Context: an optimization exercise on an open-source flow, tuned for small area, a short achievable clock period and few clock cycles. The choices shown serve that exercise and are no tape-out recipe.
At most, simulation tests tie the RTL to the original design; equivalence was not proved.
No functional check of the RTL was part of runs 1 to 4.
No activity file was given, so power comes from the tool's default toggle rates.

$ cat flow/flow/run.sh
#!/bin/bash
# Standard ORFS layout, except that the port buffers are the smallest
# plain buffer (repair_design still upsizes any that need it).
set -euo pipefail
bash standard.sh BUFFER_PORTS_ARGS="-buffer_cell sky130_fd_sc_hd__buf_1" finish > standard.log 2>&1
$ cat flow/standard.sh
#!/bin/bash
# synth_recipe.tcl (not shown) runs the flow's synth.tcl, then flattens the netlist and writes it again
# the make line also repeats each setting of config.mk as NAME=value (left out here)
make -C /OpenROAD-flow-scripts/flow DESIGN_CONFIG=/design/flow/config.mk WORK_HOME=/design/flow/orfs CLKGATE_MAP_FILE= SYNTH_SCRIPT=/design/flow/synth_recipe.tcl "${@:-finish}"
$ cat flow/config.mk
export PLATFORM = sky130hd
export DESIGN_NAME = pred_eval_top
export DESIGN_NICKNAME = pred_eval_top
export VERILOG_FILES = /design/flow/design.v
export SDC_FILE = /design/flow/constraint.sdc
export NUM_CORES = 4
export LEC_CHECK = 0
export CAP_MARGIN = 20
export CORE_AREA = 5 5 375 375
export DIE_AREA = 0 0 380 380
export SETUP_SLACK_MARGIN = 2.0
export SLEW_MARGIN = 20
$ cat flow/constraint.sdc
create_clock -name core_clock -period 7.0 [get_ports {clk}]
set_input_delay 1.4000 -clock core_clock [delete_from_list [all_inputs] [get_ports {clk}]]
set_output_delay 1.4000 -clock core_clock [all_outputs]
set_load 0.01 [all_outputs]
$ cat flow/design.v
module kvs_LatchedRelay #(
    parameter WIDTH = 16
    )
    (
    input  wire             clk,
    input  wire             rst,
    input  wire             in_valid,
    output wire             in_ready,
    input  wire [WIDTH-1:0] in_data,
    output wire             out_valid,
    input  wire             out_ready,
    output wire [WIDTH-1:0] out_data
);
    reg inReady;
    reg [WIDTH-1:0] bufData;
    reg bufValid;
    reg useInputLine;
    wire outValid;
    assign in_ready = inReady;
    assign out_data = (useInputLine==1'b1) ? in_data : bufData;
    assign outValid = (useInputLine==1'b1) ? in_valid : bufValid;
    assign out_valid = outValid;
    always @(posedge clk) begin
        if (rst==1'b1) begin
            inReady <= 1'b0;
            bufValid <= 1'b0;
            useInputLine <= 1'b0;
        end else begin
            inReady <= out_ready | ~outValid;
            useInputLine <= out_ready;
            if ((out_ready==1'b0 && inReady==1'b1) || bufValid==1'b0) begin
                bufData <= in_data;
                bufValid <= in_valid;
                if (in_valid==1'b0) begin
                    useInputLine <= 1'b1;
                end
            end
        end
    end
endmodule
module nukv_Predicate_Eval (
    input  wire         clk,
    input  wire         rst,
    input  wire [47:0]  pred_config,
    input  wire         pred_valid,
    output wire         pred_ready,
    input  wire [511:0] value_data,
    input  wire         value_valid,
    input  wire         value_last,
    input  wire         value_drop,
    output wire         value_ready,
    output wire [511:0] output_data,
    output wire         output_valid,
    output wire         output_last,
    output wire         output_drop,
    input  wire         output_ready
);
    reg         have_pred;   
    reg  [5:0]  find_word;   
    reg  [7:0]  sh_a;        
    reg  [7:0]  sh_b;        
    reg         fail_gt;     
    reg         fail_lt;     
    reg         fail_eq;     
    reg  [31:0] find_value;
    reg  [5:0]  word_idx;    
    reg         armed;       
    reg         cmp_valid;   
    reg  [3:0]  byte_gt;     
    reg  [3:0]  byte_lt;     
    wire [1023:0] ext0 = {512'd0, value_data};
    wire [87:0]   ext1;
    wire [31:0]   field;
    genvar k;
    generate
        for (k = 0; k < 11; k = k + 1) begin : g_a
            assign ext1[k*8 +: 8] = sel8(sh_a,
                ext0[(k+0)*8 +: 8],  ext0[(k+8)*8 +: 8],  ext0[(k+16)*8 +: 8], ext0[(k+24)*8 +: 8],
                ext0[(k+32)*8 +: 8], ext0[(k+40)*8 +: 8], ext0[(k+48)*8 +: 8], ext0[(k+56)*8 +: 8]);
        end
        for (k = 0; k < 4; k = k + 1) begin : g_b
            assign field[k*8 +: 8] = sel8(sh_b,
                ext1[(k+0)*8 +: 8], ext1[(k+1)*8 +: 8], ext1[(k+2)*8 +: 8], ext1[(k+3)*8 +: 8],
                ext1[(k+4)*8 +: 8], ext1[(k+5)*8 +: 8], ext1[(k+6)*8 +: 8], ext1[(k+7)*8 +: 8]);
        end
    endgenerate
    function [7:0] sel8;
        input [7:0] oh;
        input [7:0] d0, d1, d2, d3, d4, d5, d6, d7;
        sel8 = ({8{oh[0]}} & d0) | ({8{oh[1]}} & d1) | ({8{oh[2]}} & d2) | ({8{oh[3]}} & d3) |
               ({8{oh[4]}} & d4) | ({8{oh[5]}} & d5) | ({8{oh[6]}} & d6) | ({8{oh[7]}} & d7);
    endfunction
    function [7:0] onehot3;
        input [2:0] v;
        onehot3 = 8'd1 << v;
    endfunction
    function [1:0] cmp8;     
        input [7:0] a, b;
        reg [7:0] g0, l0;
        reg [3:0] g1, l1;
        reg [1:0] g2, l2;
        integer i;
        begin
            g0 = a & ~b;
            l0 = ~a & b;
            for (i = 0; i < 4; i = i + 1) begin
                g1[i] = g0[2*i+1] | (~l0[2*i+1] & g0[2*i]);
                l1[i] = l0[2*i+1] | (~g0[2*i+1] & l0[2*i]);
            end
            for (i = 0; i < 2; i = i + 1) begin
                g2[i] = g1[2*i+1] | (~l1[2*i+1] & g1[2*i]);
                l2[i] = l1[2*i+1] | (~g1[2*i+1] & l1[2*i]);
            end
            cmp8 = {g2[1] | (~l2[1] & g2[0]), l2[1] | (~g2[1] & l2[0])};
        end
    endfunction
    wire [3:0] field_gt, field_lt;
    generate
        for (k = 0; k < 4; k = k + 1) begin : g_cmp
            assign {field_gt[k], field_lt[k]} = cmp8(field[k*8 +: 8], find_value[k*8 +: 8]);
        end
    endgenerate
    wire res_gt = byte_gt[3] | (~byte_lt[3] & (byte_gt[2] | (~byte_lt[2] &
                  (byte_gt[1] | (~byte_lt[1] & byte_gt[0])))));
    wire res_lt = byte_lt[3] | (~byte_gt[3] & (byte_lt[2] | (~byte_gt[2] &
                  (byte_lt[1] | (~byte_gt[1] & byte_lt[0])))));
    wire fail   = cmp_valid & (res_gt ? fail_gt : res_lt ? fail_lt : fail_eq);
    wire hold  = armed & value_last;         
    wire both  = have_pred & value_valid & ~rst;
    wire go    = output_ready & ~hold & ~rst;
    wire take  = both & go;                  
    wire done  = take & value_last;          
    wire load  = pred_valid & pred_ready;    
    wire cmp   = both & armed & (value_last | output_ready);   
    assign value_ready  = have_pred & go;
    assign pred_ready   = ~rst & (~have_pred | (value_valid & value_last & go));
    assign output_valid = both & go;
    assign output_data  = value_data;
    assign output_last  = value_last;
    assign output_drop  = value_last & (value_drop | fail);
    always @(posedge clk) begin
        if (rst)
            have_pred <= 1'b0;
        else if (load)
            have_pred <= 1'b1;
        else if (done)
            have_pred <= 1'b0;
        if (load) begin
            find_word  <= pred_config[11:6];
            sh_a       <= onehot3(pred_config[5:3]);
            sh_b       <= onehot3(pred_config[2:0]);
            fail_gt    <= (pred_config[15:12] == 4'd0) | (pred_config[15:12] == 4'd1);
            fail_lt    <= (pred_config[15:12] == 4'd0) | (pred_config[15:12] == 4'd2);
            fail_eq    <= (pred_config[15:12] == 4'd3);
            find_value <= pred_config[47:16];
        end
    end
    wire [5:0] word_idx_next = word_idx + 6'd1;
    always @(posedge clk) begin
        if (rst) begin
            word_idx <= 6'd0;
            armed    <= 1'b0;
        end else begin
            if (take)
                word_idx <= value_last ? 6'd0 : word_idx_next;
            if (load)
                armed <= (pred_config[11:6] == 6'd0) & (pred_config[5:0] != 6'd0);
            else if (cmp)
                armed <= 1'b0;
            else if (take)
                armed <= ~value_last & (find_word == word_idx_next);
        end
    end
    always @(posedge clk) begin
        if (rst)
            cmp_valid <= 1'b0;
        else if (cmp)
            cmp_valid <= 1'b1;
        else if (done)
            cmp_valid <= 1'b0;
        if (cmp) begin
            byte_gt <= field_gt;
            byte_lt <= field_lt;
        end
    end
endmodule
module pred_eval_top (
    input  wire         clk,
    input  wire         rst,
    input  wire [47:0]  pred_config,
    input  wire         pred_valid,
    output wire         pred_ready,
    input  wire [511:0] value_data,
    input  wire         value_valid,
    input  wire         value_last,
    input  wire         value_drop,
    output wire         value_ready,
    output wire [511:0] output_data,
    output wire         output_valid,
    output wire         output_last,
    output wire         output_drop,
    input  wire         output_ready
);
    nukv_Predicate_Eval pred_eval (
        .clk(clk),
        .rst(rst),
        .pred_config(pred_config),
        .pred_valid(pred_valid),
        .pred_ready(pred_ready),
        .value_data(value_data),
        .value_valid(value_valid),
        .value_last(value_last),
        .value_drop(value_drop),
        .value_ready(value_ready),
        .output_data(output_data),
        .output_valid(output_valid),
        .output_last(output_last),
        .output_drop(output_drop),
        .output_ready(output_ready)
    );
endmodule
==> results by group, run 1 <==
Clock network
  • Root buf cell: clkbuf_16
  • Clock Tree Buf Depth: 2
  • CTS H-tree depth: 3
  • Setup Fix Bufs, Post-CTS: 0
  • TritonCTS buffer count: 9
  • Clk Latency, worst-skew pair: 0.36 ns
  • Resized cells post-CTS: 0
  • CTS clk-pin slew, worst paths: 0.07 ns
  • CTS tree: done
  • Hold Buf Count CTS: 0
  • CTS sink cnt: 74

Cells and area
  • Area delta synth->final: 23.21%
  • Layout filler cell count: 15981
  • Layout Cell Area excl Fill: 15190 um^2
  • Nets: 2603
  • Share of cells above drive strength 1: 0.03676
  • Final Instance Count excl. Fillers: 3893

Die
  • Die width: 380 um
  • Core area: 135800 um^2
  • Io pins: 1084
  • Die Y: 380 um
  • Site Rows: 135
  • Die Area: 144400 um^2
  • Initial Util: 0.09081

Flow run
  • Max Cap Viol: 0

STA
  • Setup TNS: 0 ns
  • Fin crit share: 0.6593
  • Slew of the pin with the lowest slew margin: 1.059 ns
  • RSZ-0062 raised after global routing: false
  • Slew headroom: 0.2885
  • Post-route clock skew: 0.01447 ns
  • Top achievable clock speed: 0.2167 GHz
  • Setup violations, final: 0
  • Fin. max-slew vios: 0
  • Final min period: 4.615 ns
  • Worst Hold Slack: 0.4889 ns
  • Final Hold Viols: 0

Global route
  • GR Util All Layers: 0.2036
  • Largest net degree at the start of global routing: 60
  • Initial antenna violation count: 139
  • Congestion Overflow GR: 0
  • Vias in the first global route: 15475
  • First-pass GRT wire length: 189.9 mm

Yosys
  • Area share of fa/ha/maj cells after synthesis: 0.01968
  • Mapped Nets: 2078
  • Synth Area in Simple Gates: 0.08817
  • Compound-cell area share of the yosys netlist: 0.3514
  • Mean Syn Cell Area: 8.167 um^2
  • Main synth FF type: edfxtp_1
  • Async S/R FF share, synth: 0
  • Flops & latches, synth: 74
  • Cell count after synthesis: 1510
  • Post-synth cell types: 58
  • Register area share after synthesis: 0.1729
  • Synthesized area: 12330 um^2
  • Synth warn: 1
  • Post-synth EDFFs: 65
  • Post-synthesis mux area share: 0
  • Largest family of logic cells by synthesized area: buffers and inverters
  • Post-Synth XOR/XNOR Area: 0.005682

Worst setup path
  • Delay-heaviest family, CP: simple AND/OR/NAND/NOR gates
  • CP Buf/Inv Count: 1
  • Crit-path slowest cell: nor3_1
  • Critical path, cell by cell: buf_4 -> a22oi_1 -> nand4_1 -> a22o_1 -> nor3_1 -> maj3_1 -> a21oi_1 -> nor3_1 -> o31ai_1
  • Crit end category: flip-flop
  • CP most frequent cell: nor3_1
  • Crit Path Category: reg -> reg
  • Critical Path RT: 7.10 ns
  • Startpoint Class: flip-flop
  • Largest stage delay, worst path: 0.86 ns
  • Crit path DAT: 4.71 ns
  • Worst-path fanout max: 32

Placement
  • Dpl cells: 3805
  • Post-Place Cell Area: 14700 um^2
  • # port buffers: 1083
  • HPWL Detailed: 139.2 mm
  • GP Congestion: 1.085

Outcome
  • Status: complete, no violations

Route
  • Routed WL: 156.8 mm
  • DR iter-0 viols: 2616
  • DR vias/cell: 4.371
  • TritonRoute pass-1 iters: 9
  • Mean routed wirelength per cell: 40.27 um
  • Post-route DRC violation count: 0
  • Routed Antenna Nets: 0
  • Detailed-route via count: 17018

Pwr
  • VDD IR max: 0.1070 mV
  • Power per standard cell area: 128.5 nW/um^2
  • Lkg Pwr: 4.208 nW

Hold path
  • HP Class: reg -> reg
## final cells by class
| type | instances | area (um^2) | area share |
|---|---|---|---|
| clock inverter | 7 | 85.08 | 0.005599 |
| inverter | 25 | 93.84 | 0.006176 |
| multi-input combinational | 794 | 5749 | 0.3784 |
| clock buffer | 9 | 225.2 | 0.01482 |
| timing repair buffer | 1131 | 4501 | 0.2962 |
| sequential | 74 | 2132 | 0.1403 |
| tap | 1781 | 2228 | 0.1467 |
| antenna | 72 | 180.2 | 0.01186 |
## worst register-to-register path, stage by stage, from the launching register on
cell and delay, ns:
edfxtp_1 0.77, buf_4 0.45, a22oi_1 0.39, nand4_1 0.67
a22o_1 0.44, nor3_1 0.86, maj3_1 0.33, a21oi_1 0.05
nor3_1 0.28, o31ai_1 0.12
## stage by stage
stage	utilization	total power, mW	worst slack [ns]
final	0.1119	1.953	2.385
after detailed placement	0.1083	1.455	1.976
after global placement	0.1083	1.446	1.974
after floorplan	-	1.045	3.289
after global routing	0.1114	2.030	2.268
after CTS	0.1106	1.962	2.227
## routing by layer
layer | GRT usage | vias up | share of wire
met4 | 0.05556 | 82 | 0.029
met3 | 0.1268 | 333 | 0.15
met1 | 0.2314 | 8419 | 0.37
met5 | 0.01587 | - | 0.0056
li1 | - | 6560 | -
met2 | 0.3177 | 1624 | 0.44
## state kept, by name (all words and copies together) (netlist names)
| name | flops |
|---|---|
| pred_eval.armed | 1 |
| pred_eval.byte_gt | 4 |
| pred_eval.byte_lt | 4 |
| pred_eval.cmp_valid | 1 |
| pred_eval.fail_eq | 1 |
| pred_eval.fail_gt | 1 |
| pred_eval.fail_lt | 1 |
| pred_eval.find_value | 32 |
| pred_eval.find_word | 6 |
| pred_eval.have_pred | 1 |
| pred_eval.sh_a | 8 |
| pred_eval.sh_b | 8 |
| pred_eval.word_idx | 6 |
## kinds of logic after synthesis
group           Yosys count
buf+inv                 642
compound gates          566
simple gates            196
flops                    74
fa+ha+maj                24
xor+xnor                  8
## final timing paths
| check | slack (ns) | to | cells past startpoint | startpoint |
|---|---|---|---|---|
| max | 2.38 | pred_eval.byte_gt[2] | 9 | pred_eval.sh_a[5] |
| min | 0.49 | pred_eval.cmp_valid | 2 | pred_eval.cmp_valid |
| max reg2reg | 2.38 | pred_eval.byte_gt[2] | 9 | pred_eval.sh_a[5] |
| min reg2reg | 0.49 | pred_eval.cmp_valid | 2 | pred_eval.cmp_valid |
## cells in the mapped netlist, drive strengths merged, types with 23 or more instances
library cell  count  share of area
a21oi            26          0.011
a222oi           24          0.019
a22oi           358           0.22
a31oi            26          0.013
a41oi            41          0.029
buf             577           0.34
clkbuf           40          0.012
edfxtp           65           0.16
inv              24         0.0073
maj3             23          0.019
nand2            29         0.0088
nand3            26          0.011
nand4            55          0.028
nor2             27         0.0082
o21ai            27          0.011
## where the power goes
part / switching [mW] / total, mW / internal, mW
logic: 0.691 / 0.944 / 0.253
registers: 0.0139 / 0.510 / 0.496
clock network: 0.216 / 0.500 / 0.284
## cell usage in the layout (no fill, tap or decap), drive strengths merged, types with 6 or more instances in the layout
cell     Yosys  routed
buf        577    1131
a22oi      358     358
diode        0      72
edfxtp      65      65
nand4       55      55
a41oi       41      41
nand2       29      29
nor2        27      27
inv         24      27
o21ai       27      27
a21oi       26      26
a31oi       26      26
nand3       26      26
a222oi      24      24
maj3        23      23
a22o        17      17
nor3        14      14
a2111oi     11      11
and3         9       9
a2111o       9       9
clkbuf      40       9
dfxtp        9       9
a221oi       9       9
nor3b        8       8
xor2         6       6
==> inputs of run 2 (changes only) <==
==> flow/flow/run.sh (replaced) <==
#!/bin/bash
# Standard ORFS layout, except that the port buffers are the smallest
# plain buffer (repair_design still upsizes any that need it) and pins may
# sit on adjacent routing tracks, so the die need not be pin-limited.
set -euo pipefail
bash standard.sh \
  BUFFER_PORTS_ARGS="-buffer_cell sky130_fd_sc_hd__buf_1" \
  PLACE_PINS_ARGS="-min_distance 1 -min_distance_in_tracks" \
  finish > standard.log 2>&1
--- a/flow/config.mk
+++ b/flow/config.mk
@@ -7,6 +7,6 @@
 export LEC_CHECK = 0
 export CAP_MARGIN = 20
-export CORE_AREA = 5 5 375 375
-export DIE_AREA = 0 0 380 380
+export CORE_AREA = 5 5 175 175
+export DIE_AREA = 0 0 180 180
 export SETUP_SLACK_MARGIN = 2.0
 export SLEW_MARGIN = 20
==> run 2 against run 1 <==
Compared with the run above: via count shrank 4.9%; wire length decreased by 51%; clock skew shrank 0.0097 ns; fmax up 13%; sequential power is 0.8% higher; critical endpoint is now output_valid.
==> results by group, run 2 <==
STA
  • Fin crit share: 0.5829
  • Final min period: 4.080 ns
  • Fin. max-slew vios: 0
  • Setup TNS: 0 ns
  • RSZ-0062 raised after global routing: false
  • Slew of the pin with the lowest slew margin: 1.064 ns
  • Top achievable clock speed: 0.2451 GHz
  • Final Hold Viols: 0
  • Worst Hold Slack: 0.4660 ns
  • Slew headroom: 0.2904
  • Setup violations, final: 0
  • Post-route clock skew: 0.004762 ns

Die
  • Initial Util: 0.4308
  • Die Area: 32400 um^2
  • Die Y: 180 um
  • Site Rows: 62
  • Core area: 28630 um^2
  • Die width: 180 um
  • Io pins: 1084

Yosys
  • Main area contributors after synthesis: buf_4, a22oi_1, edfxtp_1
  • Flops & latches, synth: 74
  • Commonest cells post-synth: buf_4, a22oi_1, edfxtp_1
  • Mean Syn Cell Area: 8.167 um^2
  • Main synth FF type: edfxtp_1
  • Register area share after synthesis: 0.1729
  • Yosys top cell area share: 0.3135
  • Synthesized area: 12330 um^2
  • Post-synth EDFFs: 65
  • Async S/R FF share, synth: 0
  • Top-count cell post-synth: buf_4
  • Post-Synth XOR/XNOR Area: 0.005682
  • Mapped Nets: 2078
  • Cell count after synthesis: 1510
  • Post-synth cell types: 58
  • Synth Area in Simple Gates: 0.08817
  • Largest family of logic cells by synthesized area: buffers and inverters
  • Synth warn: 1
  • Cell taking the most area after synthesis: buf_4
  • Area share of fa/ha/maj cells after synthesis: 0.01968
  • Post-synthesis mux area share: 0
  • Compound-cell area share of the yosys netlist: 0.3514

Flow run
  • Max Cap Viol: 0

Route
  • Routed Antenna Nets: 0
  • TritonRoute pass-1 iters: 8
  • DR iter-0 viols: 2558
  • Mean routed wirelength per cell: 31.85 um
  • Post-route DRC violation count: 0
  • Detailed-route via count: 16178
  • DR vias/cell: 6.644
  • Routed WL: 77.55 mm

Cells and area
  • Final Instance Count excl. Fillers: 2435
  • Largest regs: pred_eval.find_value: 32 flops, pred_eval.sh_a: 8 flops, pred_eval.sh_b: 8 flops
  • Area delta synth->final: 5.702%
  • Layout filler cell count: 3084
  • Share of cells above drive strength 1: 0.02138
  • Number of flip-flops in the largest register: 32
  • Commonest non-fill, non-tap cell in the layout: buf_1
  • Most frequent cells in the layout: buf_1, a22oi_1, edfxtp_1
  • Layout Cell Area excl Fill: 13040 um^2
  • Largest reg by FF count: pred_eval.find_value
  • Nets: 2574

Worst setup path
  • Reg2Reg Setup Slack: 3.22 ns
  • Crit end category: output pin
  • Startpoint Class: input port
  • Critical Path RT: 5.60 ns
  • Crit Path Category: in -> out
  • Worst-path fanout max: 12
  • Reg2reg end: pred_eval.byte_lt[0]
  • Cell count of the worst reg-to-reg path: 9
  • Reg2reg start: pred_eval.sh_a[0]
  • Crit path DAT: 2.68 ns

Global route
  • Congestion Overflow GR: 0
  • GR Util All Layers: 0.4317
  • Initial antenna violation count: 52
  • First-pass GRT wire length: 105.4 mm
  • Vias in the first global route: 14887
  • Largest net degree at the start of global routing: 81

Clock network
  • Clock Tree Buf Depth: 2
  • Clk Latency, worst-skew pair: 0.33 ns
  • CTS sink cnt: 74
  • CTS H-tree depth: 3
  • Hold Buf Count CTS: 0
  • CTS tree: done
  • Root buf cell: clkbuf_16
  • Setup Fix Bufs, Post-CTS: 0
  • TritonCTS buffer count: 9
  • CTS clk-pin slew, worst paths: 0.06 ns
  • Resized cells post-CTS: 0

Placement
  • GP Congestion: 1.206
  • Post-Place Cell Area: 12650 um^2
  • HPWL Detailed: 64.91 mm
  • Dpl cells: 2379
  • # port buffers: 1083

Hold path
  • WHS Path Cells: 2
  • Hold path endpoint: pred_eval.cmp_valid
  • HP Class: reg -> reg
  • Hold Crit Start: pred_eval.cmp_valid

Pwr
  • VDD IR max: 0.1763 mV
  • Power per standard cell area: 131.7 nW/um^2
  • Lkg Pwr: 4.021 nW

Outcome
  • Status: complete, no violations
[run 2: cell types whose count changed in the layout (fill, tap and decap cells not counted), sizes merged]
cell,before,now
diode,72,40
clkinvlp,0,2
clkbuf,9,10
inv,27,24
buf,1131,1102
[run 2: metrics by stage]
| step | utilization | total power, mW | worst slack, ns |
|---|---|---|---|
| 2_1_floorplan | - | 1.045 | 3.289 |
| 3_3_place_gp | 0.4419 | 1.250 | 2.963 |
| 3_5_place_dp | 0.4419 | 1.253 | 2.920 |
| 4_1_cts | 0.4519 | 1.699 | 2.924 |
| 5_1_grt | 0.4541 | 1.777 | 2.672 |
| 6_report | 0.4554 | 1.717 | 2.920 |
[run 2: logic make-up after synthesis]
logic type | count (synthesis)
AOI/OAI and AO/OA | 566
DFF | 74
xor gates and xnor gates | 8
and+or+nand+nor | 196
adders and majority gates | 24
buffers and inverters | 642
[run 2: how the worst max path moves through the flow]
stage               slack [ns]            from                    to  depth (start not counted)
finish                    2.92             rst          output_valid                          7
global route              2.67             rst          output_valid                          7
CTS                       2.92             rst          output_valid                          7
detailed placement        2.92             rst          output_valid                          7
global placement          2.96  value_data[28]  pred_eval.byte_gt[3]                          9
floorplan                 3.29    output_ready       pred_eval.armed                          6
[run 2: routing by layer]
layer  global-route usage  vias up  wire, um
met2               0.6371     1655     32360
met4               0.2198       26      4927
met5              0.02222        -       162
met3               0.2076      425     12320
met1               0.5211     7606     27780
li1                     -     6466         -
[run 2: critical path, stage by stage]
cell and delay (ns):
buf_1 0.21, nor2b_1 0.21, nand2_1 0.07, a21oi_1 0.20
nand2_1 0.27, inv_1 0.15, buf_1 0.17
[run 2: power by group]
part	leakage, nW	switching, mW	internal (mW)
Combinational	3.22	0.518	0.242
Sequential	0.665	0.0174	0.496
Clock	0.134	0.171	0.273
Total	4.02	0.706	1.01
[run 2: layout make-up]
type	instances	area, um^2	share of cell area
multi-input combinational	794	5734	0.4399
timing repair buffer	1102	4208	0.3228
sequential	74	2132	0.1636
tap	384	480.5	0.03686
clock buffer	10	229.0	0.01757
antenna	40	100.1	0.007679
inverter	25	93.84	0.007199
clock inverter	6	57.56	0.004415
==> inputs of run 3 (changes only) <==
--- a/flow/config.mk
+++ b/flow/config.mk
@@ -9,4 +9,4 @@
 export CORE_AREA = 5 5 175 175
 export DIE_AREA = 0 0 180 180
-export SETUP_SLACK_MARGIN = 2.0
+export SETUP_SLACK_MARGIN = 4.0
 export SLEW_MARGIN = 20
==> run 3 against run 2 <==
Compared with the run above: the run now fails in 5_1_grt; area after synthesis stayed put; synthesized cell count unchanged.
==> results by group, run 3 <==
Die
  • Die Y: 180 um
  • Site Rows: 62
  • Die width: 180 um
  • Io pins: 1084
  • Initial Util: 0.4308

Global route
  • GR Util All Layers: 0.7562
  • Largest net degree at the start of global routing: 79
  • Congestion Overflow GR: 236

Yosys
  • Post-Synth XOR/XNOR Area: 0.005682
  • Main synth FF type: edfxtp_1
  • Mapped Nets: 2078
  • Post-synth EDFFs: 65
  • Post-synthesis mux area share: 0
  • Post-synth cell types: 58
  • Synth warn: 1
  • Commonest cells post-synth: buf_4, a22oi_1, edfxtp_1
  • Main area contributors after synthesis: buf_4, a22oi_1, edfxtp_1
  • Synthesized area: 12330 um^2
  • Area share of fa/ha/maj cells after synthesis: 0.01968
  • Top-count cell post-synth: buf_4
  • Register area share after synthesis: 0.1729
  • Synth Area in Simple Gates: 0.08817
  • Async S/R FF share, synth: 0
  • Mean Syn Cell Area: 8.167 um^2
  • Cell count after synthesis: 1510
  • Largest family of logic cells by synthesized area: buffers and inverters
  • Cell taking the most area after synthesis: buf_4
  • Flops & latches, synth: 74
  • Compound-cell area share of the yosys netlist: 0.3514
  • Yosys top cell area share: 0.3135

Placement
  • HPWL Detailed: 59.77 mm
  • Pre-CTS WS: 3.057 ns
  • # port buffers: 1083
  • Post-Place Cell Area: 12910 um^2
  • GP Congestion: 1.168

Clock network
  • Root buf cell: clkbuf_16
  • TritonCTS buffer count: 9
  • CTS H-tree depth: 3
  • CTS sink cnt: 74
  • Clock Tree Buf Depth: 2

Outcome
  • Stop stage: 5_1_grt
  • Error: [ERROR GRT-0232] Routing congestion too high. Check the congestion heatmap in the GUI.
  • Status: aborted with a tool error
## run 3: cell counts after synthesis
No cell type changed its count.
## run 3: worst max path at each step
stage / start / end / slack (ns) / cells past startpoint
CTS: rst / value_ready / 3.52 / 6
floorplan: rst / output_valid / 3.67 / 5
global placement: rst / output_valid / 3.08 / 7
detailed placement: rst / output_valid / 3.06 / 7
## run 3: power groups by stage
stage,Clock [mW],Sequential (mW),Combinational [mW]
floorplan,0,0.509,0.547
global placement,0,0.514,0.725
detailed placement,0,0.514,0.731
CTS,0.435,0.504,1.12
## run 3: per-layer routing
layer | GRT usage | GRT overflow
met2 | 0.8967 | 136
met1 | 0.7817 | 7
met3 | 0.6562 | 4
met4 | 0.6513 | 88
met5 | 0.3156 | 1
## run 3: timing repair
item,4_1_cts
pin swaps,40
endpoints found under the hold margin,0
hold buffers,0
setup buffers,105
cloned,1
endpoints found under the setup margin,583
gates resized for setup,1853
## run 3: cell families after synthesis
kind of cell	Yosys count
buffers and inverters	642
AOI/OAI and AO/OA	566
and+or+nand+nor	196
DFF	74
adders and majority gates	24
xor gates and xnor gates	8
## run 3: through the flow
stage	hold WS (ns)	power (mW)	util	instances
floorplan	0.4367	1.056	-	1510
global placement	0.4558	1.238	0.4510	2383
detailed placement	0.4557	1.245	0.4510	2383
CTS	0.4749	2.063	0.6879	2505
==> inputs of run 4 (changes only) <==
--- a/flow/config.mk
+++ b/flow/config.mk
@@ -9,4 +9,4 @@
 export CORE_AREA = 5 5 175 175
 export DIE_AREA = 0 0 180 180
-export SETUP_SLACK_MARGIN = 4.0
+export SETUP_SLACK_MARGIN = 3.0
 export SLEW_MARGIN = 20
==> run 4 against run 3 <==
Compared with the run above: now clean on timing, DRC and antenna; synthesized cell count stayed put; area after synthesis stayed put.
==> results by group, run 4 <==
Global route
  • Congestion Overflow GR: 0
  • Vias in the first global route: 14887
  • First-pass GRT wire length: 105.4 mm
  • GR Util All Layers: 0.4317
  • Initial antenna violation count: 52
  • Largest net degree at the start of global routing: 81

Yosys
  • Mean Syn Cell Area: 8.167 um^2
  • Cell taking the most area after synthesis: buf_4
  • Main synth FF type: edfxtp_1
  • Yosys top cell area share: 0.3135
  • Mapped Nets: 2078
  • Post-synth cell types: 58
  • Top-count cell post-synth: buf_4
  • Post-synth EDFFs: 65
  • Main area contributors after synthesis: buf_4, a22oi_1, edfxtp_1
  • Synth warn: 1
  • Register area share after synthesis: 0.1729
  • Cell count after synthesis: 1510
  • Commonest cells post-synth: buf_4, a22oi_1, edfxtp_1
  • Flops & latches, synth: 74
  • Synthesized area: 12330 um^2
  • Async S/R FF share, synth: 0

Clock network
  • Clk Latency, worst-skew pair: 0.33 ns
  • Root buf cell: clkbuf_16
  • CTS H-tree depth: 3
  • Clock Tree Buf Depth: 2
  • Setup Fix Bufs, Post-CTS: 0
  • CTS clk-pin slew, worst paths: 0.06 ns
  • TritonCTS buffer count: 9
  • CTS sink cnt: 74
  • CTS tree: done

Worst setup path
  • Reg2Reg Setup Slack: 3.18 ns
  • Delay-heaviest family, CP: buffers and inverters
  • Critical path, cell by cell: clkbuf_2 -> nor2b_2 -> nand2_1 -> a21oi_2 -> nand2_2 -> inv_1 -> buf_1
  • Crit path DAT: 2.44 ns
  • Reg2reg start: pred_eval.sh_b[2]
  • Cell count of the worst reg-to-reg path: 8
  • CP Buf/Inv Count: 3
  • Reg2reg end: pred_eval.byte_lt[0]
  • Largest stage delay, worst path: 0.19 ns
  • Critical Path RT: 5.60 ns
  • Crit end category: output pin
  • Startpoint Class: input port
  • Crit Path Category: in -> out
  • Crit-path slowest cell: clkbuf_2
  • Worst-path fanout max: 12

Route
  • Routed Antenna Nets: 0
  • Routed WL: 77.66 mm
  • TritonRoute pass-1 iters: 9
  • Detailed-route via count: 16122
  • DR iter-0 viols: 2626
  • Post-route DRC violation count: 0
  • Mean routed wirelength per cell: 31.94 um
  • DR vias/cell: 6.632

Cells and area
  • Largest regs: pred_eval.find_value: 32 flops, pred_eval.sh_a: 8 flops, pred_eval.sh_b: 8 flops
  • Share of cells above drive strength 1: 0.02337
  • Commonest non-fill, non-tap cell in the layout: buf_1
  • Nets: 2574
  • Largest reg by FF count: pred_eval.find_value
  • Most frequent cells in the layout: buf_1, a22oi_1, edfxtp_1
  • Number of flip-flops in the largest register: 32
  • Area delta synth->final: 5.702%

STA
  • Slew of the pin with the lowest slew margin: 1.096 ns
  • Fin. max-slew vios: 0
  • Final Hold Viols: 0
  • Worst Hold Slack: 0.4667 ns
  • Fin crit share: 0.5483
  • RSZ-0062 raised after global routing: false
  • Setup TNS: 0 ns
  • Slew headroom: 0.2694
  • Top achievable clock speed: 0.2606 GHz
  • Post-route clock skew: 0.005526 ns
  • Setup violations, final: 0
  • Final min period: 3.838 ns

Die
  • Site Rows: 62
  • Io pins: 1084
  • Die width: 180 um
  • Initial Util: 0.4308
  • Core area: 28630 um^2
  • Die Area: 32400 um^2
  • Die Y: 180 um

Pwr
  • Power per standard cell area: 131.8 nW/um^2
  • Switching part of the total: 0.4114
  • Cell-internal power: 1.011 mW
  • VDD IR max: 0.1762 mV
  • Seq pwr share: 0.299
  • P_sw: 0.7068 mW
  • Clock Power Share: 0.258
  • Power share of the combinational group: 0.443
  • Lkg Pwr: 4.025 nW

Placement
  • # port buffers: 1083
  • GP Congestion: 1.206
  • HPWL Detailed: 64.91 mm

Hold path
  • Hold path endpoint: pred_eval.cmp_valid
  • WHS Path Cells: 2
  • HP Class: reg -> reg
  • Hold Crit Start: pred_eval.cmp_valid

Flow run
  • Max Cap Viol: 0

Outcome
  • Status: complete, no violations
## run 4: worst max-delay path by stage
stage,startpoint,to,cells after the start
2_1_floorplan,output_ready,pred_eval.armed,6
3_3_place_gp,value_data[28],pred_eval.byte_gt[3],9
3_5_place_dp,rst,output_valid,7
4_1_cts,rst,output_valid,7
5_1_grt,rst,output_valid,7
6_report,rst,output_valid,7
## run 4: kinds of logic (layout without fill, tap and decap cells)
logic type / count (synthesis) / in the layout / synth area share
flops: 74 / 74 / 0.1729
simple gates: 196 / 196 / 0.08817
xor+xnor: 8 / 8 / 0.005682
compound gates: 566 / 566 / 0.3514
other cells: 0 / 36 / 0
buf+inv: 642 / 1143 / 0.3622
fa+ha+maj: 24 / 24 / 0.01968
## run 4: worst min-delay path: stages (launching register included)
cell     delay, ns
dfxtp_1       0.31
nand2_1       0.06
a21oi_1       0.05
## run 4: area by class of cell
class	instances	area [um^2]
inverter	25	93.84
timing repair buffer	1102	4209
fill	3083	15590
clock inverter	6	57.56
clock buffer	10	229.0
multi-input combinational	794	5743
sequential	74	2132
antenna	36	90.09
tap	384	480.5
## run 4: power by group through the flow
stage | Sequential [mW] | Clock [mW] | Combinational, mW
after global routing | 0.515 | 0.469 | 0.793
final | 0.514 | 0.444 | 0.761
after CTS | 0.513 | 0.453 | 0.734
after detailed placement | 0.522 | 0 | 0.731
after global placement | 0.522 | 0 | 0.729
after floorplan | 0.510 | 0 | 0.535
## run 4: per-layer routing
metal	vias up	wire length, um	track usage	share of wire
li1	6454	-	-	-
met4	28	4811	0.2198	0.062
met1	7589	28070	0.5211	0.36
met5	-	168	0.02222	0.0022
met2	1619	32470	0.6371	0.42
met3	432	12140	0.2076	0.16
## run 4: through the flow
step	area [um^2]	worst slack, ns	utilization	total power, mW	cells
2_1_floorplan	12330	3.289	-	1.045	1510
3_3_place_gp	12650	2.963	0.4419	1.250	2379
3_5_place_dp	12650	2.920	0.4419	1.253	2379
4_1_cts	12940	3.001	0.4520	1.699	2395
5_1_grt	13010	3.042	0.4545	1.777	2421
6_report	13040	3.162	0.4554	1.718	2431
## run 4: repair_timing
action | CTS | global route
gates resized for setup | 1 | 3
hold buffers | 0 | 0
endpoints found under the setup margin | 1 | 1
hold endpoints to repair | 0 | 0
==> inputs of run 5 (changes only) <==
--- a/flow/design.v
+++ b/flow/design.v
@@ -56,17 +56,20 @@
     input  wire         output_ready
 );
-    reg         have_pred;   
+    wire [11:0] find_offset = pred_config[11:0];
+    wire [3:0]  find_function = pred_config[15:12];
+    wire [31:0] find_value  = pred_config[47:16];
+    reg         fresh;       
     reg  [5:0]  find_word;   
+    reg         off_lo_nz;   
     reg  [7:0]  sh_a;        
     reg  [7:0]  sh_b;        
+    reg  [5:0]  word_idx;    
+    reg         consumed;    
+    reg         cmp_valid;   
+    reg  [3:0]  byte_gt;     
+    reg  [3:0]  byte_lt;     
     reg         fail_gt;     
     reg         fail_lt;     
     reg         fail_eq;     
-    reg  [31:0] find_value;
-    reg  [5:0]  word_idx;    
-    reg         armed;       
-    reg         cmp_valid;   
-    reg  [3:0]  byte_gt;     
-    reg  [3:0]  byte_lt;     
     wire [1023:0] ext0 = {512'd0, value_data};
     wire [87:0]   ext1;
@@ -126,48 +129,36 @@
                   (byte_lt[1] | (~byte_gt[1] & byte_lt[0])))));
     wire fail   = cmp_valid & (res_gt ? fail_gt : res_lt ? fail_lt : fail_eq);
-    wire hold  = armed & value_last;         
-    wire both  = have_pred & value_valid & ~rst;
-    wire go    = output_ready & ~hold & ~rst;
-    wire take  = both & go;                  
+    wire off_zero = (find_word == 6'd0) & ~off_lo_nz;
+    wire armed = ~consumed & fresh & (find_word == word_idx) & ~off_zero;   
+    wire stall = ~consumed & (~fresh | (armed & value_last));
+    wire go    = output_ready & ~stall & ~rst;
+    wire take  = value_valid & go;           
     wire done  = take & value_last;          
-    wire load  = pred_valid & pred_ready;    
-    wire cmp   = both & armed & (value_last | output_ready);   
-    assign value_ready  = have_pred & go;
-    assign pred_ready   = ~rst & (~have_pred | (value_valid & value_last & go));
-    assign output_valid = both & go;
+    wire cmp   = ~rst & value_valid & armed & (value_last | output_ready);
+    wire free  = take & ~consumed & ~armed & (off_zero | value_last);
+    assign value_ready  = go;
+    assign pred_ready   = cmp | free;
+    assign output_valid = take;
     assign output_data  = value_data;
     assign output_last  = value_last;
     assign output_drop  = value_last & (value_drop | fail);
     always @(posedge clk) begin
-        if (rst)
-            have_pred <= 1'b0;
-        else if (load)
-            have_pred <= 1'b1;
-        else if (done)
-            have_pred <= 1'b0;
-        if (load) begin
-            find_word  <= pred_config[11:6];
-            sh_a       <= onehot3(pred_config[5:3]);
-            sh_b       <= onehot3(pred_config[2:0]);
-            fail_gt    <= (pred_config[15:12] == 4'd0) | (pred_config[15:12] == 4'd1);
-            fail_lt    <= (pred_config[15:12] == 4'd0) | (pred_config[15:12] == 4'd2);
-            fail_eq    <= (pred_config[15:12] == 4'd3);
-            find_value <= pred_config[47:16];
-        end
-    end
-    wire [5:0] word_idx_next = word_idx + 6'd1;
+        fresh     <= ~rst & pred_valid & ~pred_ready;
+        find_word <= find_offset[11:6];
+        off_lo_nz <= (find_offset[5:0] != 6'd0);
+        sh_a      <= onehot3(find_offset[5:3]);
+        sh_b      <= onehot3(find_offset[2:0]);
+    end
     always @(posedge clk) begin
         if (rst) begin
             word_idx <= 6'd0;
-            armed    <= 1'b0;
+            consumed <= 1'b0;
         end else begin
             if (take)
-                word_idx <= value_last ? 6'd0 : word_idx_next;
-            if (load)
-                armed <= (pred_config[11:6] == 6'd0) & (pred_config[5:0] != 6'd0);
-            else if (cmp)
-                armed <= 1'b0;
-            else if (take)
-                armed <= ~value_last & (find_word == word_idx_next);
+                word_idx <= value_last ? 6'd0 : word_idx + 6'd1;
+            if (done)
+                consumed <= 1'b0;
+            else if (cmp | free)
+                consumed <= 1'b1;
         end
     end
@@ -182,4 +173,7 @@
             byte_gt <= field_gt;
             byte_lt <= field_lt;
+            fail_gt <= (find_function == 4'd0) | (find_function == 4'd1);
+            fail_lt <= (find_function == 4'd0) | (find_function == 4'd2);
+            fail_eq <= (find_function == 4'd3);
         end
     end
--- a/flow/config.mk
+++ b/flow/config.mk
@@ -9,4 +9,4 @@
 export CORE_AREA = 5 5 175 175
 export DIE_AREA = 0 0 180 180
-export SETUP_SLACK_MARGIN = 3.0
+export SETUP_SLACK_MARGIN = 4.0
 export SLEW_MARGIN = 20
==> run 5 against run 4 <==
Compared with the run above: area after synthesis down 11%; the run now fails in 5_1_grt; synthesized cell count down 2.6%.
==> results by group, run 5 <==
Outcome
  • Status: aborted with a tool error
  • Stop stage: 5_1_grt
  • Error: [ERROR GRT-0116] Global routing finished with congestion. Check the congestion regions in the DRC Viewer.

Placement
  • # port buffers: 1083
  • Pre-CTS WS: 2.871 ns
  • GP Congestion: 1.161
  • Post-Place Cell Area: 11470 um^2
  • HPWL Detailed: 62.70 mm

Global route
  • Largest net degree at the start of global routing: 57
  • GR Util All Layers: 0.4818
  • First-pass GRT wire length: 117.7 mm
  • Congestion Overflow GR: 8
  • Vias in the first global route: 17506

Die
  • Io pins: 1084
  • Site Rows: 62
  • Die width: 180 um
  • Die Y: 180 um
  • Initial Util: 0.3845

Clock network
  • Hold Buf Count CTS: 0
  • Clock Tree Buf Depth: 2
  • CTS H-tree depth: 2
  • TritonCTS buffer count: 5
  • Root buf cell: clkbuf_16
  • CTS sink cnt: 43

Yosys
  • Commonest cells post-synth: buf_4, a22oi_1, nand4_1
  • Mapped Nets: 2038
  • Synthesized area: 11010 um^2
  • Cell count after synthesis: 1470
  • Async S/R FF share, synth: 0
  • Post-synth EDFFs: 11
  • Synth warn: 1
  • Mean Syn Cell Area: 7.487 um^2
  • Main synth FF type: dfxtp_1
  • Flops & latches, synth: 43
  • Post-synth cell types: 60
  • Top-count cell post-synth: buf_4
  • Main area contributors after synthesis: buf_4, a22oi_1, dfxtp_1
  • Cell taking the most area after synthesis: buf_4
  • Yosys top cell area share: 0.3506
  • Register area share after synthesis: 0.08822
run 5: through the flow:
stage / cells / hold slack, ns
after detailed placement: 2337 / 0.4780
after floorplan: 1470 / 0.4293
after CTS: 2393 / 0.4867
after global placement: 2337 / 0.4553
run 5: metal layers:
| layer | GRT overflow | global-route usage |
|---|---|---|
| met5 | 0 | 0.01630 |
| met4 | 2 | 0.4535 |
| met3 | 0 | 0.2458 |
| met2 | 6 | 0.7264 |
| met1 | 0 | 0.4762 |
run 5: repair_timing:
action,CTS
pin swaps,72
buffers inserted,48
gates cloned,0
setup endpoints to repair,525
gates resized for setup,1906
run 5: kinds of logic after synthesis:
family                     count (synthesis)  share of synthesized area
and+or+nand+nor                          204                     0.1010
AOI/OAI and AO/OA                        558                     0.3854
muxes                                      1                  0.0009095
DFF                                       43                    0.08822
adders and majority gates                 12                    0.01137
buffers and inverters                    641                     0.4044
xor gates and xnor gates                  11                   0.008754
run 5: how the worst max path moves through the flow:
stage                     from         end  slack, ns  depth (start not counted)
floorplan           value_last  pred_ready       3.39                          5
global placement    value_last  pred_ready       2.91                          5
detailed placement  value_last  pred_ready       2.87                          5
CTS                 value_last  pred_ready       3.29                          6
run 5: power by group through the flow:
stage	registers (mW)	clock network, mW	logic (mW)
after floorplan	0.273	0	0.641
after global placement	0.303	0	0.857
after detailed placement	0.303	0	0.864
after CTS	0.294	0.252	1.28
Testbench counts of run 5, summed over its fixed seeds: cycles 28,135.
==> inputs of run 6 (changes only) <==
--- a/flow/config.mk
+++ b/flow/config.mk
@@ -9,4 +9,4 @@
 export CORE_AREA = 5 5 175 175
 export DIE_AREA = 0 0 180 180
-export SETUP_SLACK_MARGIN = 4.0
+export SETUP_SLACK_MARGIN = 3.4
 export SLEW_MARGIN = 20
==> run 6 against run 5 <==
Compared with the run above: now clean on timing, DRC and antenna; area after synthesis unchanged; synthesized cell count is the same.
==> results by group, run 6 <==
Clock network
  • Root buf cell: clkbuf_16
  • Hold Buf Count CTS: 0
  • CTS clk-pin slew, worst paths: 0.06 ns
  • CTS H-tree depth: 2
  • TritonCTS buffer count: 5
  • CTS tree: done
  • Clk Latency, worst-skew pair: 0.28 ns
  • Clock Tree Buf Depth: 2
  • CTS sink cnt: 43

Route
  • TritonRoute pass-1 iters: 8
  • Detailed-route via count: 15602
  • DR iter-0 viols: 2018
  • Mean routed wirelength per cell: 30.09 um
  • Post-route DRC violation count: 0
  • DR vias/cell: 6.474
  • Routed WL: 72.53 mm
  • Routed Antenna Nets: 0

STA
  • Slew of the pin with the lowest slew margin: 0.6964 ns
  • Final Hold Viols: 0
  • Setup TNS: 0 ns
  • Final min period: 3.728 ns
  • Top achievable clock speed: 0.2682 GHz
  • Slew headroom: 0.5357
  • RSZ-0062 raised after global routing: true
  • Fin. max-slew vios: 0
  • Post-route clock skew: 0.004777 ns
  • Setup violations, final: 0
  • Fin crit share: 0.5326

Global route
  • Initial antenna violation count: 46
  • First-pass GRT wire length: 98.15 mm
  • GR Util All Layers: 0.3950
  • Congestion Overflow GR: 0
  • Largest net degree at the start of global routing: 59
  • Vias in the first global route: 14859

Cells and area
  • Layout filler cell count: 3155
  • Share of cells above drive strength 1: 0.04139
  • Register area: 1002 um^2
  • Layout Cell Area excl Fill: 11960 um^2
  • Commonest non-fill, non-tap cell in the layout: buf_1
  • Final Instance Count excl. Fillers: 2410
  • Most frequent cells in the layout: buf_1, a22oi_1, nand4_1
  • Largest regs: pred_eval.sh_a: 8 flops, pred_eval.sh_b: 8 flops
  • Nets: 2548
  • Area delta synth->final: 8.629%
  • Core Util, Final: 0.4177
  • Area of the multi-input gates: 5733 um^2

Worst setup path
  • Delay-heaviest family, CP: compound AO/OA/AOI/OAI gates
  • CP Buf/Inv Count: 3
  • Crit Path Category: in -> out
  • Crit path DAT: 2.33 ns
  • Crit-path slowest cell: o2111a_2
  • Startpoint Class: input port
  • Critical Path RT: 5.60 ns
  • Critical path, cell by cell: buf_8 -> inv_8 -> o21a_1 -> o2111a_2 -> a31o_4 -> buf_6
  • Crit end category: output pin
  • Largest stage delay, worst path: 0.27 ns
  • Worst-path fanout max: 3

Placement
  • GP Congestion: 1.140
  • HPWL Detailed: 59.95 mm
  • Dpl cells: 2338
  • # port buffers: 1083
  • Post-Place Cell Area: 11360 um^2

Yosys
  • Main area contributors after synthesis: buf_4, a22oi_1, dfxtp_1
  • Flops & latches, synth: 43
  • Synth Area in Simple Gates: 0.1010
  • Yosys top cell area share: 0.3506
  • Mapped Nets: 2038
  • Mean Syn Cell Area: 7.487 um^2
  • Synth warn: 1
  • Post-synthesis mux area share: 0.0009095
  • Synthesized area: 11010 um^2
  • Top-count cell post-synth: buf_4
  • Cell taking the most area after synthesis: buf_4
  • Compound-cell area share of the yosys netlist: 0.3854
  • Commonest cells post-synth: buf_4, a22oi_1, nand4_1
  • Post-synth EDFFs: 11
  • Async S/R FF share, synth: 0
  • Post-synth cell types: 60
  • Main synth FF type: dfxtp_1
  • Cell count after synthesis: 1470
  • Post-Synth XOR/XNOR Area: 0.008754
  • Area share of fa/ha/maj cells after synthesis: 0.01137
  • Largest family of logic cells by synthesized area: buffers and inverters
  • Register area share after synthesis: 0.08822

Die
  • Die Area: 32400 um^2
  • Site Rows: 62
  • Die width: 180 um
  • Io pins: 1084
  • Initial Util: 0.3845
  • Die Y: 180 um
  • Core area: 28630 um^2

Hold path
  • HP Class: reg -> reg

Outcome
  • Status: complete, no violations

Pwr
  • Power per standard cell area: 118.5 nW/um^2
  • Lkg Pwr: 3.473 nW
  • VDD IR max: 0.09284 mV

Flow run
  • Max Cap Viol: 0
==> run 6: cell counts after synthesis <==
No cell type changed its count.
==> run 6: final cells by class <==
cell class / count / area share
Timing Repair Buffer: 1117 / 0.3661
Inverter: 27 / 0.009105
Tap cell: 384 / 0.04019
Antenna cell: 45 / 0.009419
Sequential cell: 43 / 0.08383
Multi-Input combinational cell: 786 / 0.4795
Clock inverter: 2 / 0.001047
Clock buffer: 6 / 0.01078
==> run 6: logic make-up (layout without fill, tap and decap cells) <==
logic type	Yosys count	in the layout
other	0	45
adder cells (fa/ha/maj)	12	12
XOR/XNOR	11	11
buffers and inverters	641	1152
flip-flops	43	43
AND/OR/NAND/NOR	204	204
multiplexers	1	1
AO/OA/AOI/OAI	558	558
==> run 6: what timing repair did <==
action,in CTS,in global routing
setup buffers,8,11
resized for setup,16,20
setup endpoints to repair,7,10
pin swaps,5,17
endpoints found under the hold margin,0,0
==> run 6: routing by layer <==
layer  routed length [um]  vias to the layer above  GRT usage
met3                 8944                      441     0.1180
met5                   60                        -          0
li1                     -                     6272          -
met4                 6759                        8     0.3051
met2                31750                     1667     0.6267
met1                25010                     7214     0.4436
==> run 6: power by group <==
group / internal, mW / leakage [nW] / switching (mW)
combinational: 0.306 / 3.04 / 0.596
clock: 0.131 / 0.0671 / 0.0869
sequential: 0.263 / 0.371 / 0.0328
total: 0.701 / 3.47 / 0.716
==> run 6: path summary, 6_finish.rpt <==
path	startpoint	end	depth (start not counted)	slack, ns
hold / removal	pred_eval.cmp_valid	pred_eval.cmp_valid	2	0.46
hold reg to reg	pred_eval.cmp_valid	pred_eval.cmp_valid	2	0.46
setup reg to reg	pred_eval.sh_a[2]	pred_eval.byte_lt[2]	8	3.47
setup / recovery	value_last	pred_ready	6	3.27
==> run 6: through the flow <==
step	power [mW]	setup slack, ns	hold WS, ns
6_report	1.417	3.272	0.4640
4_1_cts	1.377	3.293	0.4627
3_3_place_gp	1.137	2.905	0.4548
2_1_floorplan	0.9004	3.389	0.4293
5_1_grt	1.485	3.250	0.5091
3_5_place_dp	1.145	2.851	0.4544
==> run 6: worst min-delay path, cell delays in order, from the launching register on <==
cell	delay [ns]
dfxtp_1	0.31
inv_1	0.05
o22ai_1	0.06
==> inputs of run 7 (changes only) <==
--- a/flow/config.mk
+++ b/flow/config.mk
@@ -9,4 +9,4 @@
 export CORE_AREA = 5 5 175 175
 export DIE_AREA = 0 0 180 180
-export SETUP_SLACK_MARGIN = 3.4
+export SETUP_SLACK_MARGIN = 3.0
 export SLEW_MARGIN = 20
==> run 7 against run 6 <==
Compared with the run above: clock-buffer cell count unchanged; via count decreased by 2.5%; sequential share of layout area is 0.19 points higher; critical path depth unchanged; area after synthesis did not move; cell count down 1.0%; still clean on timing, DRC and antenna; first-iteration DRC count shrank 3.7%; critical path type unchanged; synthesized cell count stayed put; clock power up 33%; critical endpoint unchanged; hold slack worse by 0.0091 ns; total power increased by 2.7%.
==> results by group, run 7 <==
Outcome
  • Status: complete, no violations

Yosys
  • Top-count cell post-synth: buf_4
  • Post-Synth XOR/XNOR Area: 0.008754
  • Area share of fa/ha/maj cells after synthesis: 0.01137
  • Synthesized area: 11010 um^2
  • Async S/R FF share, synth: 0
  • Compound-cell area share of the yosys netlist: 0.3854
  • Synth Area in Simple Gates: 0.1010
  • Post-synth EDFFs: 11
  • Cell count after synthesis: 1470
  • Main area contributors after synthesis: buf_4, a22oi_1, dfxtp_1
  • Yosys top cell area share: 0.3506
  • Post-synthesis mux area share: 0.0009095
  • Mean Syn Cell Area: 7.487 um^2
  • Commonest cells post-synth: buf_4, a22oi_1, nand4_1
  • Register area share after synthesis: 0.08822
  • Largest family of logic cells by synthesized area: buffers and inverters
  • Post-synth cell types: 60
  • Cell taking the most area after synthesis: buf_4
  • Synth warn: 1
  • Flops & latches, synth: 43
  • Main synth FF type: dfxtp_1
  • Mapped Nets: 2038

Die
  • Die Area: 32400 um^2
  • Site Rows: 62
  • Die width: 180 um
  • Core area: 28630 um^2
  • Io pins: 1084
  • Initial Util: 0.3845
  • Die Y: 180 um

Route
  • Routed Antenna Nets: 0
  • Mean routed wirelength per cell: 28.99 um
  • DR vias/cell: 6.377
  • DR iter-0 viols: 1943
  • TritonRoute pass-1 iters: 7
  • Detailed-route via count: 15208
  • Routed WL: 69.13 mm
  • Post-route DRC violation count: 0

Pwr
  • VDD IR max: 0.1121 mV
  • Clock Power Share: 0.200
  • Switching part of the total: 0.4810
  • Lkg Pwr: 3.353 nW
  • Power per standard cell area: 124.9 nW/um^2
  • Seq pwr share: 0.204
  • P_sw: 0.7001 mW
  • Pwr Total: 1.456 mW
  • Cell-internal power: 0.7554 mW
  • Power share of the combinational group: 0.596

Worst setup path
  • Crit path DAT: 2.49 ns
  • Reg2Reg Setup Slack: 3.53 ns
  • Delay-heaviest family, CP: compound AO/OA/AOI/OAI gates
  • Critical Path RT: 5.60 ns
  • Crit Path Category: in -> out
  • Crit path to: pred_ready
  • Worst-path fanout max: 4
  • Largest stage delay, worst path: 0.27 ns
  • Crit-path slowest cell: o2111a_2
  • Cell count of the worst reg-to-reg path: 9
  • CP Buf/Inv Count: 3
  • Reg2reg end: pred_eval.byte_gt[3]
  • Worst path depth: 6
  • CP most frequent cell: buf_1
  • Critical path, cell by cell: buf_1 -> inv_1 -> o21a_1 -> o2111a_2 -> a31o_2 -> buf_1
  • Reg2reg start: pred_eval.sh_a[1]
  • Crit path launch: value_last
  • Startpoint Class: input port
  • Crit end category: output pin

Clock network
  • Clock Tree Buf Depth: 2
  • CTS tree: done
  • CTS H-tree depth: 2
  • CTS clk-pin slew, worst paths: 0.06 ns
  • Root buf cell: clkbuf_16
  • TritonCTS buffer count: 5
  • Clk Latency, worst-skew pair: 0.28 ns
  • CTS sink cnt: 43

Global route
  • Vias in the first global route: 14686
  • First-pass GRT wire length: 95.94 mm
  • Initial antenna violation count: 37
  • Largest net degree at the start of global routing: 59
  • Congestion Overflow GR: 0
  • GR Util All Layers: 0.3822

STA
  • Slew headroom: 0.4676
  • Fin. max-slew vios: 0
  • Setup TNS: 0 ns
  • Fin crit share: 0.5558
  • Post-route clock skew: 0.004636 ns
  • Final Hold Viols: 0
  • Slew of the pin with the lowest slew margin: 0.7986 ns
  • Top achievable clock speed: 0.2570 GHz
  • Final min period: 3.890 ns
  • Setup violations, final: 0
  • RSZ-0062 raised after global routing: false

Cells and area
  • Register area: 998.5 um^2
  • Largest regs: pred_eval.sh_a: 8 flops, pred_eval.sh_b: 8 flops
  • Layout filler cell count: 3125
  • Share of cells above drive strength 1: 0.02290
  • Area of the multi-input gates: 5593 um^2
  • Nets: 2532
  • Commonest non-fill, non-tap cell in the layout: buf_1
  • Area delta synth->final: 5.877%
  • Layout Cell Area excl Fill: 11650 um^2
  • Most frequent cells in the layout: buf_1, a22oi_1, nand4_1

Placement
  • HPWL Detailed: 57.77 mm
  • GP Congestion: 1.142
  • Post-Place Cell Area: 11350 um^2
  • # port buffers: 1083

Hold path
  • HP Class: reg -> reg
  • WHS Path Cells: 2

Flow run
  • Max Cap Viol: 0
## run 7: cell counts after synthesis
No cell type changed its count.
## run 7: cell families (layout without fill, tap and decap cells)
logic type      Yosys count  count (layout)
compound gates          558             558
xor+xnor                 11              11
fa+ha+maj                12              12
buf+inv                 641            1136
flops                    43              43
mux                       1               1
other cells               0              36
simple gates            204             204
## run 7: worst min-delay path by stage
stage,start,to,slack (ns)
3_5_place_dp,pred_eval.cmp_valid,pred_eval.cmp_valid,0.45
4_1_cts,pred_eval.cmp_valid,pred_eval.cmp_valid,0.46
6_report,pred_eval.cmp_valid,pred_eval.cmp_valid,0.45
3_3_place_gp,pred_eval.cmp_valid,pred_eval.cmp_valid,0.45
2_1_floorplan,pred_eval.cmp_valid,pred_eval.cmp_valid,0.43
5_1_grt,pred_eval.cmp_valid,pred_eval.cmp_valid,0.48
## run 7: metal layers
layer	track usage	share of wire	up-vias
met5	0	0.00088	-
met4	0.2536	0.081	8
met3	0.1126	0.12	395
met2	0.6223	0.45	1520
met1	0.4340	0.36	7062
li1	-	-	6223
## run 7: per-stage QoR
step / std cells / hold WS, ns / setup slack, ns / util
final: 2385 / 0.4549 / 3.110 / 0.4071
after global placement: 2339 / 0.4506 / 2.759 / 0.3965
after global routing: 2382 / 0.4788 / 3.061 / 0.4068
after detailed placement: 2339 / 0.4492 / 2.723 / 0.3965
after CTS: 2347 / 0.4582 / 3.029 / 0.4034
after floorplan: 1470 / 0.4293 / 3.220 / -
## run 7: worst min-delay path, cell delays in order, from the launching register on
cell,delay [ns]
dfxtp_1,0.31
inv_1,0.05
o22ai_1,0.05
## run 7: final cells by class
| class | count | area share |
|---|---|---|
| antenna | 36 | 0.007731 |
| clock inverter | 2 | 0.005154 |
| multi-input combinational | 786 | 0.4800 |
| sequential | 43 | 0.08569 |
| timing repair buffer | 1101 | 0.3605 |
| inverter | 27 | 0.008698 |
| tap | 384 | 0.04123 |
| clock buffer | 6 | 0.01106 |
## run 7: what timing repair did
action | 4_1_cts | 5_1_grt
endpoints found under the setup margin | 1 | 1
cloned | 0 | 0
setup buffers | 0 | 2
gates resized for setup | 3 | 0
hold buffers | 0 | 0
## run 7: power by group through the flow
stage / combinational (mW) / clock [mW] / sequential, mW
6_report: 0.868 / 0.291 / 0.297
5_1_grt: 0.919 / 0.307 / 0.298
4_1_cts: 0.846 / 0.296 / 0.296
3_5_place_dp: 0.843 / 0 / 0.301
3_3_place_gp: 0.832 / 0 / 0.300
2_1_floorplan: 0.627 / 0 / 0.273
==> inputs of run 8 (changes only) <==
--- a/flow/design.v
+++ b/flow/design.v
@@ -59,17 +59,21 @@
     wire [3:0]  find_function = pred_config[15:12];
     wire [31:0] find_value  = pred_config[47:16];
-    reg         fresh;       
-    reg  [5:0]  find_word;   
-    reg         off_lo_nz;   
     reg  [7:0]  sh_a;        
     reg  [7:0]  sh_b;        
     reg  [5:0]  word_idx;    
     reg         consumed;    
+    reg  [3:0]  cur_gt;      
+    reg  [3:0]  cur_lt;      
+    reg         cmp_last;    
     reg         cmp_valid;   
-    reg  [3:0]  byte_gt;     
-    reg  [3:0]  byte_lt;     
+    reg  [3:0]  held_gt;     
+    reg  [3:0]  held_lt;
     reg         fail_gt;     
     reg         fail_lt;     
     reg         fail_eq;     
+    reg         armed;       
+    reg         waiting;     
+    reg         free_any;    
+    reg         free_last;   
     wire [1023:0] ext0 = {512'd0, value_data};
     wire [87:0]   ext1;
@@ -124,4 +128,6 @@
         end
     endgenerate
+    wire [3:0] byte_gt = cmp_last ? cur_gt : held_gt;
+    wire [3:0] byte_lt = cmp_last ? cur_lt : held_lt;
     wire res_gt = byte_gt[3] | (~byte_lt[3] & (byte_gt[2] | (~byte_lt[2] &
                   (byte_gt[1] | (~byte_lt[1] & byte_gt[0])))));
@@ -129,12 +135,10 @@
                   (byte_lt[1] | (~byte_gt[1] & byte_lt[0])))));
     wire fail   = cmp_valid & (res_gt ? fail_gt : res_lt ? fail_lt : fail_eq);
-    wire off_zero = (find_word == 6'd0) & ~off_lo_nz;
-    wire armed = ~consumed & fresh & (find_word == word_idx) & ~off_zero;   
-    wire stall = ~consumed & (~fresh | (armed & value_last));
+    wire stall = waiting | (armed & value_last);
     wire go    = output_ready & ~stall & ~rst;
     wire take  = value_valid & go;           
     wire done  = take & value_last;          
     wire cmp   = ~rst & value_valid & armed & (value_last | output_ready);
-    wire free  = take & ~consumed & ~armed & (off_zero | value_last);
+    wire free  = ~rst & value_valid & output_ready & (free_any | (free_last & value_last));
     assign value_ready  = go;
     assign pred_ready   = cmp | free;
@@ -143,25 +147,24 @@
     assign output_last  = value_last;
     assign output_drop  = value_last & (value_drop | fail);
+    wire       consumed_n = ~rst & ~done & (consumed | cmp | free);
+    wire       fresh_n    = ~rst & pred_valid & ~pred_ready;
+    wire [5:0] word_idx_n = (rst | done) ? 6'd0 : take ? word_idx + 6'd1 : word_idx;
+    wire       off_zero_n = (find_offset == 12'd0);
+    wire       open_n     = ~consumed_n & fresh_n;      
+    wire       armed_n    = open_n & ~off_zero_n & (find_offset[11:6] == word_idx_n);
     always @(posedge clk) begin
-        fresh     <= ~rst & pred_valid & ~pred_ready;
-        find_word <= find_offset[11:6];
-        off_lo_nz <= (find_offset[5:0] != 6'd0);
         sh_a      <= onehot3(find_offset[5:3]);
         sh_b      <= onehot3(find_offset[2:0]);
+        word_idx  <= word_idx_n;
+        consumed  <= consumed_n;
+        armed     <= armed_n;
+        waiting   <= ~consumed_n & ~fresh_n;
+        free_any  <= open_n & off_zero_n;
+        free_last <= open_n & ~armed_n;
     end
     always @(posedge clk) begin
-        if (rst) begin
-            word_idx <= 6'd0;
-            consumed <= 1'b0;
-        end else begin
-            if (take)
-                word_idx <= value_last ? 6'd0 : word_idx + 6'd1;
-            if (done)
-                consumed <= 1'b0;
-            else if (cmp | free)
-                consumed <= 1'b1;
-        end
-    end
-    always @(posedge clk) begin
+        cur_gt   <= field_gt;
+        cur_lt   <= field_lt;
+        cmp_last <= cmp;
         if (rst)
             cmp_valid <= 1'b0;
@@ -170,7 +173,9 @@
         else if (done)
             cmp_valid <= 1'b0;
+        if (cmp_last) begin
+            held_gt <= cur_gt;
+            held_lt <= cur_lt;
+        end
         if (cmp) begin
-            byte_gt <= field_gt;
-            byte_lt <= field_lt;
             fail_gt <= (find_function == 4'd0) | (find_function == 4'd1);
             fail_lt <= (find_function == 4'd0) | (find_function == 4'd2);
==> flow/flow/run.sh (replaced) <==
#!/bin/bash
# Standard ORFS layout, except that the port buffers are the smallest
# plain buffer (repair_design still upsizes any that need it) and pins may
# sit on adjacent routing tracks, so the die need not be pin-limited. The
# clock pin is placed first, with no other pin near it (flow/io.tcl).
set -euo pipefail
bash standard.sh \
  BUFFER_PORTS_ARGS="-buffer_cell sky130_fd_sc_hd__buf_1" \
  PLACE_PINS_ARGS="-min_distance 1 -min_distance_in_tracks -exclude left:84-96" \
  IO_CONSTRAINTS="$PWD/flow/io.tcl" \
  finish > standard.log 2>&1
==> flow/flow/io.tcl (new file) <==
# The clock port, whose net the clock tree routes with wider spacing, sits
# alone mid-way up the left edge; place_pins keeps the other pins away from
# that stretch of the edge.
place_pin -pin_name clk -layer met3 -location {0.4 90.1} -pin_size {0.8 0.3} -force_to_die_boundary
--- a/flow/config.mk
+++ b/flow/config.mk
@@ -7,6 +7,6 @@
 export LEC_CHECK = 0
 export CAP_MARGIN = 20
-export CORE_AREA = 5 5 175 175
-export DIE_AREA = 0 0 180 180
-export SETUP_SLACK_MARGIN = 3.0
+export CORE_AREA = 5 5 185 185
+export DIE_AREA = 0 0 190 190
+export SETUP_SLACK_MARGIN = 3.7
 export SLEW_MARGIN = 20
==> run 8 against run 7 <==
Compared with the run above: global-route usage rose by 0.47 points; utilization fell by 1.7 points; clock power fell by 11%; first-iteration DRC count fell by 5.7%; clock skew rose by 0.0031 ns; still clean; critical path depth fell by 2; sequential cell count rose by 5; combinational power rose by 9.7%; sequential power rose by 13%; cell count rose by 4.1%; via count rose by 4.0%.
==> results by group, run 8 <==
Die
  • Io pins: 1083
  • Initial Util: 0.3488
  • Die Area: 36100 um^2
  • Die Y: 190 um

Outcome
  • Status: complete, no violations

Yosys
  • Async S/R FF share, synth: 0
  • Post-synth cell types: 64
  • Main synth FF type: dfxtp_1
  • Commonest cells post-synth: buf_4, a22oi_1, nand4_1
  • Post-synth EDFFs: 3
  • Mapped Nets: 2041
  • Main area contributors after synthesis: buf_4, a22oi_1, dfxtp_1
  • Flops & latches, synth: 48
  • Synthesized area: 11260 um^2
  • Synth warn: 1

Worst setup path
  • Crit-path slowest cell: a2111oi_4
  • Crit path DAT: 2.08 ns
  • Crit Path Category: in -> out
  • Critical Path RT: 5.60 ns
  • Critical path, cell by cell: buf_6 -> nand2b_4 -> a2111oi_4 -> buf_2
  • Largest stage delay, worst path: 0.22 ns

Placement
  • Dpl cells: 2400
  • GP Congestion: 1.156

Route
  • DR iter-0 viols: 1832
  • Post-route DRC violation count: 0
  • DR vias/cell: 6.373
  • Routed Antenna Nets: 0
  • Routed WL: 78.49 mm
  • Detailed-route via count: 15823

Pwr
  • VDD IR max: 0.1052 mV

Cells and area
  • Final Instance Count excl. Fillers: 2483
  • Share of cells above drive strength 1: 0.08409
  • Most frequent cells in the layout: buf_1, a22oi_1, nand4_1
  • Area delta synth->final: 11.93%
  • Largest regs: pred_eval.sh_a: 8 flops, pred_eval.sh_b: 8 flops, pred_eval.word_idx: 6 flops
  • Nets: 2553

Global route
  • GRT met3 Usage: 0.1552
  • GR Util met2: 0.6151
  • Largest net degree at the start of global routing: 65
  • Initial antenna violation count: 68
  • Met1 Use GR: 0.4159
  • Congestion Overflow GR: 0

Clock network
  • CTS clk-pin slew, worst paths: 0.06 ns
  • CTS H-tree depth: 2
  • Clock Tree Buf Depth: 2

Hold path
  • HP Class: reg -> reg

STA
  • Top achievable clock speed: 0.2874 GHz
  • Worst Hold Slack: 0.4666 ns
  • RSZ-0062 raised after global routing: true
==> run 8: cell types whose count changed after synthesis, moves of 7 or more <==
cell,before,now
nand2_1,38,21
a41oi_1,18,31
dfxtp_1,32,45
buf_6,9,20
buf_2,38,30
edfxtp_1,11,3
buf_1,13,6
nor2_1,26,33
==> run 8: worst max-delay path: cells and delay by family <==
| kind | cells | cell delay, ns |
|---|---|---|
| AND/OR/NAND/NOR | 1 | 0.16 |
| AO/OA/AOI/OAI | 1 | 0.22 |
| buffers and inverters | 2 | 0.30 |
==> run 8: layout make-up <==
type,instances,area (um^2)
fill,3566,19680
multi-input combinational,786,6193
timing repair buffer,1120,4439
sequential,48,1025
tap,442,553.0
clock buffer,6,150.1
antenna,55,137.6
inverter,24,90.09
clock inverter,2,17.52
==> run 8: where the power goes <==
| group | internal [mW] | switching, mW | leakage [nW] |
|---|---|---|---|
| sequential | 0.296 | 0.0397 | 0.407 |
| combinational | 0.326 | 0.626 | 3.11 |
| clock | 0.155 | 0.105 | 0.0825 |
==> run 8: metrics by stage <==
step                      setup WS (ns)  instance area (um^2)    util
final                             3.521                 12610  0.3904
after global routing              3.439                 12560  0.3890
after CTS                         3.551                 12030  0.3724
after detailed placement          3.092                 11610  0.3596
after global placement            3.131                 11610  0.3596
after floorplan                   3.465                 11280       -
==> run 8: cell families (layout without fill, tap and decap cells) <==
| kind of cell | after synthesis | after routing | share of synthesized area |
|---|---|---|---|
| simple gates | 188 | 188 | 0.09355 |
| flops | 48 | 48 | 0.08799 |
| buf+inv | 639 | 1152 | 0.4013 |
| other cells | 0 | 55 | 0 |
| mux | 9 | 9 | 0.008665 |
| xor+xnor | 11 | 11 | 0.008554 |
| compound gates | 562 | 562 | 0.3851 |
| fa+ha+maj | 16 | 16 | 0.01489 |
==> run 8: final timing paths <==
check | from | endpoint | cells after the start | slack, ns
max | rst | output_valid | 4 | 3.52
min | pred_eval.cmp_valid | pred_eval.cmp_valid | 1 | 0.47
max reg2reg | pred_eval.sh_b[0] | pred_eval.cur_lt[0] | 9 | 3.89
min reg2reg | pred_eval.cmp_valid | pred_eval.cmp_valid | 1 | 0.47
==> run 8: per-layer routing <==
layer  share of wire  routed length [um]
met2            0.44               34780
met3            0.14               10780
met1            0.33               26030
met5          0.0020                 155
met4           0.086                6736
==> run 8: repair_timing <==
| item | 4_1_cts | 5_1_grt |
|---|---|---|
| hold buffers | 0 | 0 |
| pin swaps | 10 | 48 |
| gates resized for setup | 56 | 77 |
| buffers inserted | 9 | 11 |
| endpoints found under the setup margin | 18 | 14 |
| cloned | 0 | 0 |
Testbench counts of run 8, summed over its fixed seeds: cycles 28,135.

Check on run 8: ideal ports give 3.521 ns setup slack; a clkbuf_16 on the clock port and buf_2 on the inputs give 3.471 ns; moving port delays by the midpoint clock arrival (0.330 ns) as well gives 3.405 ns.
